Source: an optimization exercise on an open RTL-to-GDS flow (aim: small area and a short achievable clock period). Production flows keep margins and buffers that such runs may drop.
At most, simulation tests tie the RTL to the original design; equivalence was not proved.

==> build 55: inputs <==
==> flow/design.v <==
module ViterbiDecoder (
    input  wire       clock,
    input  wire       reset,
    input  wire       io_enq_valid,
    input  wire [7:0] io_enq_bits,
    output wire       io_deq_valid,
    output wire       io_deq_bits
);
    localparam W = 9;
    function automatic par6(input [5:0] x);
        par6 = ^x;
    endfunction
    wire signed [4:0] y0 = {io_enq_bits[3], io_enq_bits[3:0]};
    wire signed [4:0] y1 = {io_enq_bits[7], io_enq_bits[7:4]};
    reg  [6:0]        frameCnt;
    reg               v1, i1;
    reg  signed [4:0] bmA, bmB;       
    always @(posedge clock) begin
        bmA <= y0 + y1;
        bmB <= y1 - y0;
        v1  <= io_enq_valid & ~reset;
        i1  <= reset | (&frameCnt);
        if (reset)
            frameCnt <= 7'd0;
        else if (io_enq_valid)
            frameCnt <= frameCnt + 7'd1;
    end
    reg  [W-1:0] sm [0:31];
    wire [31:0]  sel;
    reg  [31:0]  dec;
    reg          dvalid;
    genvar m;
    generate
        for (m = 0; m < 16; m = m + 1) begin : g_acs
            localparam [5:0] C = 2*m;
            localparam [1:0] L = {par6(C & 6'o75), par6(C & 6'o53)};
            wire signed [4:0] b  = (L == 2'd0 || L == 2'd3) ? bmA : bmB;
            wire signed [W-1:0] bx = {{(W-5){b[4]}}, b};
            wire signed [W-1:0] x  = (L == 2'd0 || L == 2'd1) ? bx : -bx;
            wire [W-1:0] m0 = sm[2*m];
            wire [W-1:0] m1 = sm[2*m+1];
            wire [W-1:0] t0lo = m0 + x;
            wire [W-1:0] t1lo = m1 - x;
            wire [W-1:0] t0hi = m0 - x;
            wire [W-1:0] t1hi = m1 + x;
            wire [W-1:0] vlo  = m1 - m0 - {x[W-2:0], 1'b0};
            wire [W-1:0] vhi  = m1 - m0 + {x[W-2:0], 1'b0};
            assign sel[m]      = vlo[W-1];
            assign sel[m + 16] = vhi[W-1];
            always @(posedge clock) begin
                if (i1) begin
                    sm[m]      <= {W{1'b0}};
                    sm[m + 16] <= {W{1'b0}};
                end else if (v1) begin
                    sm[m]      <= sel[m]      ? t0lo : t1lo;
                    sm[m + 16] <= sel[m + 16] ? t0hi : t1hi;
                end
            end
        end
    endgenerate
    always @(posedge clock) begin
        dec    <= ~sel;
        dvalid <= v1 & ~reset;
    end
    localparam NST = 48;
    wire [31:0] sa = {32{dvalid}} & ~dec;    
    wire [31:0] sb = {32{dvalid}} &  dec;    
    wire        sh = ~dvalid;
    reg  [31:0] r [5:NST-1];
    always @(posedge clock)
        r[5] <= (dec & {32{dvalid}}) | (r[5] & {32{sh}});
    genvar g, j;
    generate
        for (g = 6; g < NST; g = g + 1) begin : g_stage
            for (j = 0; j < 32; j = j + 1) begin : g_bit
                always @(posedge clock)
                    r[g][j] <= (r[g-1][2*(j%16)]   & sa[j])
                             | (r[g-1][2*(j%16)+1] & sb[j])
                             | (r[g][j]            & sh);
            end
        end
    endgenerate
    reg obit, ovalid;
    reg [5:0] nDec;
    always @(posedge clock) begin
        obit <= dec[0] ? r[NST-1][1] : r[NST-1][0];
        if (reset) begin
            nDec   <= 6'd0;
            ovalid <= 1'b0;
        end else begin
            if (dvalid && nDec != 6'd48)
                nDec <= nDec + 6'd1;
            ovalid <= dvalid && nDec == 6'd48;
        end
    end
    assign io_deq_valid = ovalid;
    assign io_deq_bits  = obit;
endmodule
==> flow/run.sh <==
#!/bin/bash
# synth_recipe.tcl (not shown) runs the flow's synth.tcl, then flattens the netlist and writes it again
# the make line also repeats each setting of config.mk as NAME=value (left out here)
make -C /OpenROAD-flow-scripts/flow DESIGN_CONFIG=/design/flow/config.mk WORK_HOME=/design/flow/orfs CLKGATE_MAP_FILE= SYNTH_SCRIPT=/design/flow/synth_recipe.tcl finish
==> flow/config.mk <==
export PLATFORM = sky130hd
export DESIGN_NAME = ViterbiDecoder
export DESIGN_NICKNAME = ViterbiDecoder
export VERILOG_FILES = /design/flow/design.v
export SDC_FILE = /design/flow/constraint.sdc
export NUM_CORES = 4
export LEC_CHECK = 0
export CAP_MARGIN = 20
export CORE_MARGIN = 2
export CORE_UTILIZATION = 40
export SLEW_MARGIN = 20
==> flow/constraint.sdc <==
create_clock -name core_clock -period 7.0 [get_ports {clock}]
set_input_delay 1.4000 -clock core_clock [delete_from_list [all_inputs] [get_ports {clock}]]
set_output_delay 1.4000 -clock core_clock [all_outputs]
set_load 0.01 [all_outputs]
==> build 48: changes against build 55 <==
--- a/flow/design.v
+++ b/flow/design.v
@@ -28,6 +28,4 @@
     reg  [W-1:0] sm [0:31];
     wire [31:0]  sel;
-    reg  [31:0]  dec;
-    reg          dvalid;
     genvar m;
     generate
@@ -59,15 +57,17 @@
         end
     endgenerate
+    reg  [31:0] sa, sb;
+    reg         dvalid;
+    wire        vnow = v1 & ~reset;
     always @(posedge clock) begin
-        dec    <= ~sel;
-        dvalid <= v1 & ~reset;
+        sa     <= {32{vnow}} &  sel;
+        sb     <= {32{vnow}} & ~sel;
+        dvalid <= vnow;
     end
+    wire sh = ~dvalid;
     localparam NST = 48;
-    wire [31:0] sa = {32{dvalid}} & ~dec;    
-    wire [31:0] sb = {32{dvalid}} &  dec;    
-    wire        sh = ~dvalid;
     reg  [31:0] r [5:NST-1];
     always @(posedge clock)
-        r[5] <= (dec & {32{dvalid}}) | (r[5] & {32{sh}});
+        r[5] <= sb | (r[5] & {32{sh}});
     genvar g, j;
     generate
@@ -84,5 +84,5 @@
     reg [5:0] nDec;
     always @(posedge clock) begin
-        obit <= dec[0] ? r[NST-1][1] : r[NST-1][0];
+        obit <= (r[NST-1][0] & sa[0]) | (r[NST-1][1] & sb[0]);
         if (reset) begin
             nDec   <= 6'd0;
- CORE_UTILIZATION: 40 -> 60
- SETUP_SLACK_MARGIN: default -> 4.0
==> impl_results.md <==
* Inst Count DP at ~13,000
* Area occupied by multi-input gates at around 57,000 µm²
* Status: complete, no violations
* R2r endpoint: sm[31][8]
* Top-count cell post-synth: nor2_1
* Sink Count at roughly 1,600
* Met3 wire length at roughly 13 mm
* Levels on crit path at 14
Source of the figures above: build 55

==> impl_results.md <==
* Status: complete, no violations
* R2r endpoint: sm[11][8]
* Area occupied by multi-input gates at around 55,000 µm²
* Inst Count DP at roughly 12,000
* Sink Count at about 1,700
* Top-count cell post-synth: inv_1
* Levels on crit path at 11
Source of the figures above: build 48

The RTL of build 48 was laid out without a check of its function.

* * *

==> exp/harbor <==
Another version of the RTL of ViterbiDecoder (not shown whole).
// ViterbiDecoder
module ViterbiDecoder (
    input  wire       clock,
    input  wire       reset,
    input  wire       io_enq_valid,
    input  wire [7:0] io_enq_bits,
    output wire       io_deq_valid,
    output wire       io_deq_bits
);
==> module ViterbiDecoder, before the edit <==
module ViterbiDecoder (
    input  wire       clock,
    input  wire       reset,
    input  wire       io_enq_valid,
    input  wire [7:0] io_enq_bits,
    output wire       io_deq_valid,
    output wire       io_deq_bits
);
    localparam W = 8;
    function automatic par6(input [5:0] x);
        par6 = ^x;
    endfunction
    wire signed [5:0] y0 = {{2{io_enq_bits[3]}}, io_enq_bits[3:0]};
    wire signed [5:0] y1 = {{2{io_enq_bits[7]}}, io_enq_bits[7:4]};
    reg  [6:0]        frameCnt;
    reg               v1, i1;
    reg  signed [5:0] bm [0:3];       
    always @(posedge clock) begin
        bm[0] <=  y0 + y1;
        bm[1] <=  y1 - y0;
        bm[2] <=  y0 - y1;
        bm[3] <= -y0 - y1;
        v1  <= io_enq_valid & ~reset;
        i1  <= reset | (&frameCnt);
        if (reset)
            frameCnt <= 7'd0;
        else if (io_enq_valid)
            frameCnt <= frameCnt + 7'd1;
    end
    reg  [W-1:0] sm [0:31];
    wire [31:0]  sel;               
    genvar m;
    generate
        for (m = 0; m < 16; m = m + 1) begin : g_acs
            localparam [5:0] C = 2*m;
            localparam [1:0] L = {par6(C & 6'o75), par6(C & 6'o53)};
            wire signed [5:0] x  = bm[L];         
            wire signed [5:0] nx = bm[~L];
            wire [W-1:0] m0 = sm[2*m];
            wire [W-1:0] m1 = sm[2*m+1];
            wire signed [W-1:0] e = m1 - m0;
            assign sel[m]      = e < $signed({x,  1'b0});
            assign sel[m + 16] = e < $signed({nx, 1'b0});
            wire [W-1:0]      alo = sel[m] ? m0 : m1;
            wire signed [5:0] blo = sel[m] ? x : nx;
            wire [W-1:0]      ahi = sel[m+16] ? m0 : m1;
            wire signed [5:0] bhi = sel[m+16] ? nx : x;
            wire [W-1:0] nlo = alo + {{(W-6){blo[5]}}, blo};
            wire [W-1:0] nhi = ahi + {{(W-6){bhi[5]}}, bhi};
            always @(posedge clock) begin
                if (i1) begin
                    sm[m]      <= {W{1'b0}};
                    sm[m + 16] <= {W{1'b0}};
                end else if (v1) begin
                    sm[m]      <= nlo;
                    sm[m + 16] <= nhi;
                end
            end
        end
    endgenerate
    reg  [31:0] sa, sb;
    reg         dvalid;
    wire        vnow = v1 & ~reset;
    always @(posedge clock) begin
        sa     <= {32{vnow}} &  sel;
        sb     <= {32{vnow}} & ~sel;
        dvalid <= vnow;
    end
    wire sh = ~dvalid;
    localparam NST = 48;
    reg  [31:0] r [5:NST-1];
    always @(posedge clock)
        r[5] <= sb | (r[5] & {32{sh}});
    genvar g, j;
    generate
        for (g = 6; g < NST; g = g + 1) begin : g_stage
            for (j = 0; j < 32; j = j + 1) begin : g_bit
                always @(posedge clock)
                    r[g][j] <= (r[g-1][2*(j%16)]   & sa[j])
                             | (r[g-1][2*(j%16)+1] & sb[j])
                             | (r[g][j]            & sh);
            end
        end
    endgenerate
    reg obit, ovalid;
    reg [5:0] nDec;
    always @(posedge clock) begin
        obit <= (r[NST-1][0] & sa[0]) | (r[NST-1][1] & sb[0]);
        if (reset) begin
            nDec   <= 6'd0;
            ovalid <= 1'b0;
        end else begin
            if (dvalid && nDec != 6'd48)
                nDec <= nDec + 6'd1;
            ovalid <= dvalid && nDec == 6'd48;
        end
    end
    assign io_deq_valid = ovalid;
    assign io_deq_bits  = obit;
endmodule
make LEC_CHECK=0 CAP_MARGIN=20 CORE_MARGIN=2 CORE_UTILIZATION=40 SETUP_SLACK_MARGIN=4.0 SLEW_MARGIN=20 finish   # period 7.0 ns
run.sh (not shown) runs the stock make flow with config.mk's settings and CLKGATE_MAP_FILE= SYNTH_SCRIPT=/design/flow/synth_recipe.tcl, a recipe that flattens the netlist after the stock synthesis.
==> inputs of exp/willow, as changes to exp/harbor <==
--- a/flow/design.v
+++ b/flow/design.v
@@ -41,12 +41,10 @@
             wire signed [W-1:0] e = m1 - m0;
             assign sel[m]      = e < $signed({x,  1'b0});
             assign sel[m + 16] = e < $signed({nx, 1'b0});
-            wire [W-1:0]      alo = sel[m] ? m0 : m1;
-            wire signed [5:0] blo = sel[m] ? x : nx;
-            wire [W-1:0]      ahi = sel[m+16] ? m0 : m1;
-            wire signed [5:0] bhi = sel[m+16] ? nx : x;
-            wire [W-1:0] nlo = alo + {{(W-6){blo[5]}}, blo};
-            wire [W-1:0] nhi = ahi + {{(W-6){bhi[5]}}, bhi};
+            wire [W-1:0] sx  = {{(W-6){x[5]}},  x};
+            wire [W-1:0] snx = {{(W-6){nx[5]}}, nx};
+            wire [W-1:0] nlo = sel[m]      ? m0 + sx  : m1 + snx;
+            wire [W-1:0] nhi = sel[m + 16] ? m0 + snx : m1 + sx;
             always @(posedge clock) begin
                 if (i1) begin
                     sm[m]      <= {W{1'b0}};
==> inputs of exp/sierra, as changes to exp/harbor <==
--- a/flow/design.v
+++ b/flow/design.v
@@ -39,14 +39,14 @@
             wire [W-1:0] m0 = sm[2*m];
             wire [W-1:0] m1 = sm[2*m+1];
             wire signed [W-1:0] e = m1 - m0;
-            assign sel[m]      = e < $signed({x,  1'b0});
-            assign sel[m + 16] = e < $signed({nx, 1'b0});
-            wire [W-1:0]      alo = sel[m] ? m0 : m1;
-            wire signed [5:0] blo = sel[m] ? x : nx;
-            wire [W-1:0]      ahi = sel[m+16] ? m0 : m1;
-            wire signed [5:0] bhi = sel[m+16] ? nx : x;
-            wire [W-1:0] nlo = alo + {{(W-6){blo[5]}}, blo};
-            wire [W-1:0] nhi = ahi + {{(W-6){bhi[5]}}, bhi};
+            wire signed [6:0] cx  = {x,  1'b0};
+            wire signed [6:0] cnx = {nx, 1'b0};
+            assign sel[m]      = e < cx;
+            assign sel[m + 16] = e < cnx;
+            wire [W-1:0] sx  = {{(W-6){x[5]}},  x};
+            wire [W-1:0] snx = {{(W-6){nx[5]}}, nx};
+            wire [W-1:0] nlo = sel[m]      ? m0 + sx  : m1 + snx;
+            wire [W-1:0] nhi = sel[m + 16] ? m0 + snx : m1 + sx;
             always @(posedge clock) begin
                 if (i1) begin
                     sm[m]      <= {W{1'b0}};
@@ -59,14 +59,14 @@
         end
     endgenerate
     reg  [31:0] sa, sb;
-    reg         dvalid;
+    reg         dvalid, sh;
     wire        vnow = v1 & ~reset;
     always @(posedge clock) begin
         sa     <= {32{vnow}} &  sel;
         sb     <= {32{vnow}} & ~sel;
         dvalid <= vnow;
+        sh     <= ~vnow;
     end
-    wire sh = ~dvalid;
     localparam NST = 48;
     reg  [31:0] r [5:NST-1];
     always @(posedge clock)
CTS_CLUSTER_DIAMETER = 100   (was default)
CTS_CLUSTER_SIZE = 22   (was default)
SETUP_SLACK_MARGIN = 3.5   (was 4.0)
==> inputs of exp/xenon, as changes to exp/harbor <==
--- a/flow/design.v
+++ b/flow/design.v
@@ -29,32 +29,28 @@
     end
     reg  [W-1:0] sm [0:31];
     wire [31:0]  sel;               
-    genvar m;
+    genvar k;
     generate
-        for (m = 0; m < 16; m = m + 1) begin : g_acs
-            localparam [5:0] C = 2*m;
-            localparam [1:0] L = {par6(C & 6'o75), par6(C & 6'o53)};
-            wire signed [5:0] x  = bm[L];         
-            wire signed [5:0] nx = bm[~L];
-            wire [W-1:0] m0 = sm[2*m];
-            wire [W-1:0] m1 = sm[2*m+1];
-            wire signed [W-1:0] e = m1 - m0;
-            assign sel[m]      = e < $signed({x,  1'b0});
-            assign sel[m + 16] = e < $signed({nx, 1'b0});
-            wire [W-1:0]      alo = sel[m] ? m0 : m1;
-            wire signed [5:0] blo = sel[m] ? x : nx;
-            wire [W-1:0]      ahi = sel[m+16] ? m0 : m1;
-            wire signed [5:0] bhi = sel[m+16] ? nx : x;
-            wire [W-1:0] nlo = alo + {{(W-6){blo[5]}}, blo};
-            wire [W-1:0] nhi = ahi + {{(W-6){bhi[5]}}, bhi};
+        for (k = 0; k < 32; k = k + 1) begin : g_acs
+            localparam [5:0] C  = (k >= 16 ? 32 : 0) + 2*(k % 16);
+            localparam [1:0] LB = {par6(C & 6'o75), par6(C & 6'o53)};
+            wire signed [5:0] b0 = bm[LB];
+            wire signed [5:0] b1 = bm[~LB];
+            wire [W-1:0] m0 = sm[2*(k % 16)];
+            wire [W-1:0] m1 = sm[2*(k % 16) + 1];
+            wire [W-1:0] t0 = m0 + {{(W-6){b0[5]}}, b0};
+            wire [W-1:0] t1 = m1 + {{(W-6){b1[5]}}, b1};
+            wire [W-1:0] r  = m1 - m0 - {b0[5], b0, 1'b0};
+            if (LB == 2'd0) begin : g_wide
+                assign sel[k] = r[W-1] & (|r[W-2:2]);
+            end else begin : g_norm
+                assign sel[k] = r[W-1];
+            end
             always @(posedge clock) begin
-                if (i1) begin
-                    sm[m]      <= {W{1'b0}};
-                    sm[m + 16] <= {W{1'b0}};
-                end else if (v1) begin
-                    sm[m]      <= nlo;
-                    sm[m + 16] <= nhi;
-                end
+                if (i1)
+                    sm[k] <= {W{1'b0}};
+                else if (v1)
+                    sm[k] <= sel[k] ? t0 : t1;
             end
         end
     endgenerate
SETUP_SLACK_MARGIN = 3.8   (was 4.0)
==> summary.txt <==
| metric | exp/xenon | exp/harbor | exp/sierra | exp/willow |
|---|---|---|---|---|
| Overall global routing resource usage | 27.0% | 27.0% | 26.3% | 28.0% |
| Met3 usage in global routing | 3.79% | 3.78% | 3.44% | 3.88% |
| Area of placed instances | 91600 um^2 | 88300 um^2 | 88300 um^2 | 92400 um^2 |
| Routed length on met1 | 134 mm | 114 mm | 126 mm | 141 mm |
| Startpoint of the most critical setup path | sm[20][4] | sm[9][0] | sm[12][1] | sm[22][1] |
| Routed length per placed instance | 23.3 um | 22.7 um | 25.4 um | 23.7 um |
| Reg2reg start | sm[20][4] | sm[9][0] | sm[12][1] | sm[22][1] |
| Mean cell area of the mapped netlist | 8.57 um^2 | 8.32 um^2 | 9.30 um^2 | 8.49 um^2 |
| Clock buf/inv share | 5.73% | 5.68% | 2.85% | 5.68% |
| Die height | 474 um | 463 um | 467 um | 475 um |
| Worst relative slew slack | 8.17% | 24.2% | 18.9% | 18.3% |
| Top routing layer in use | met4 | met5 | met5 | met5 |
| Number of clock buffers in the layout | 265 | 256 | 95 | 257 |
| Post-synthesis compound-gate area fraction | 27.4% | 28.3% | 25.8% | 28.5% |
| Number of instances in the synthesized netlist | 10300 | 10100 | 9198 | 10400 |
| Number of cell instances on the worst register-to-register path | 16 | 24 | 13 | 14 |
| Die width | 474 um | 463 um | 467 um | 475 um |
| Smallest setup slack after layout | 3.39 ns | 2.03 ns | 3.50 ns | 3.57 ns |
| Worst setup slack before clock tree synthesis | 2.50 ns | 1.56 ns | 2.48 ns | 2.66 ns |
| Result of the run | finished clean | finished clean | finished clean | finished clean |
| Worst setup endpoint | sm[10][1] | sm[4][6] | sm[6][6] | sm[27][7] |
| Share of synthesized area occupied by flip-flops and latches | 37.0% | 38.8% | 38.2% | 36.9% |
| Sink Count | 1634 | 1634 | 1635 | 1634 |
| Number of filler cells placed in the layout | 20700 | 19500 | 20300 | 20700 |
Function not checked in exp/harbor, exp/willow and exp/xenon: the RTL went through the layout flow alone.

-- what the ideal ports hide --
In the flow no input, the clock included, has a driving cell. The finished layouts below were timed again as built, in two steps.
Step 1 (the two cells are an assumption about what drives the block):
set clk [get_ports {clock}]
set_driving_cell -lib_cell sky130_fd_sc_hd__clkbuf_16 $clk
set_driving_cell -lib_cell sky130_fd_sc_hd__buf_2 [delete_from_list [all_inputs] $clk]
Step 2 times the ports against the registers' clock, not the clock port: input delays grow and output delays shrink by t, the midpoint of the rising clock arrivals with the driver on.
Three values: ideal, step 1, step 2; two values: the first two.
| run | shift t [ns] | setup WS [ns] | hold slack, ns | slew at the worst register clock pin (ns) | worst data-port slew with drivers (ns) |
|---|---|---|---|---|---|
| build 55 | 0.926 | 2.195 / 2.195 / 2.195 | 0.468 / 0.468 / 0.468 | 0.07 / 0.07 | 0.16 |
| build 48 | 0.871 | 3.208 / 3.208 / 3.155 | 0.453 / 0.453 / 0.453 | 0.07 / 0.07 | 0.04 |
| exp/harbor | 0.921 | 2.034 / 2.034 / 2.034 | 0.441 / 0.441 / 0.441 | 0.07 / 0.07 | 0.03 |
| exp/willow | 0.934 | 3.571 / 3.571 / 3.346 | 0.455 / 0.455 / 0.455 | 0.07 / 0.07 | 0.04 |
| exp/sierra | 0.842 | 3.501 / 3.501 / 2.986 | 0.477 / 0.477 / 0.477 | 0.11 / 0.11 | 0.05 |
| exp/xenon | 0.930 | 3.386 / 3.386 / 3.027 | 0.449 / 0.449 / 0.449 | 0.07 / 0.07 | 0.14 |
After both steps every run listed still meets setup and hold. For exp/sierra, which loses most, drivers alone change the setup slack by 0.000 ns; drivers and shift together by -0.515 ns.
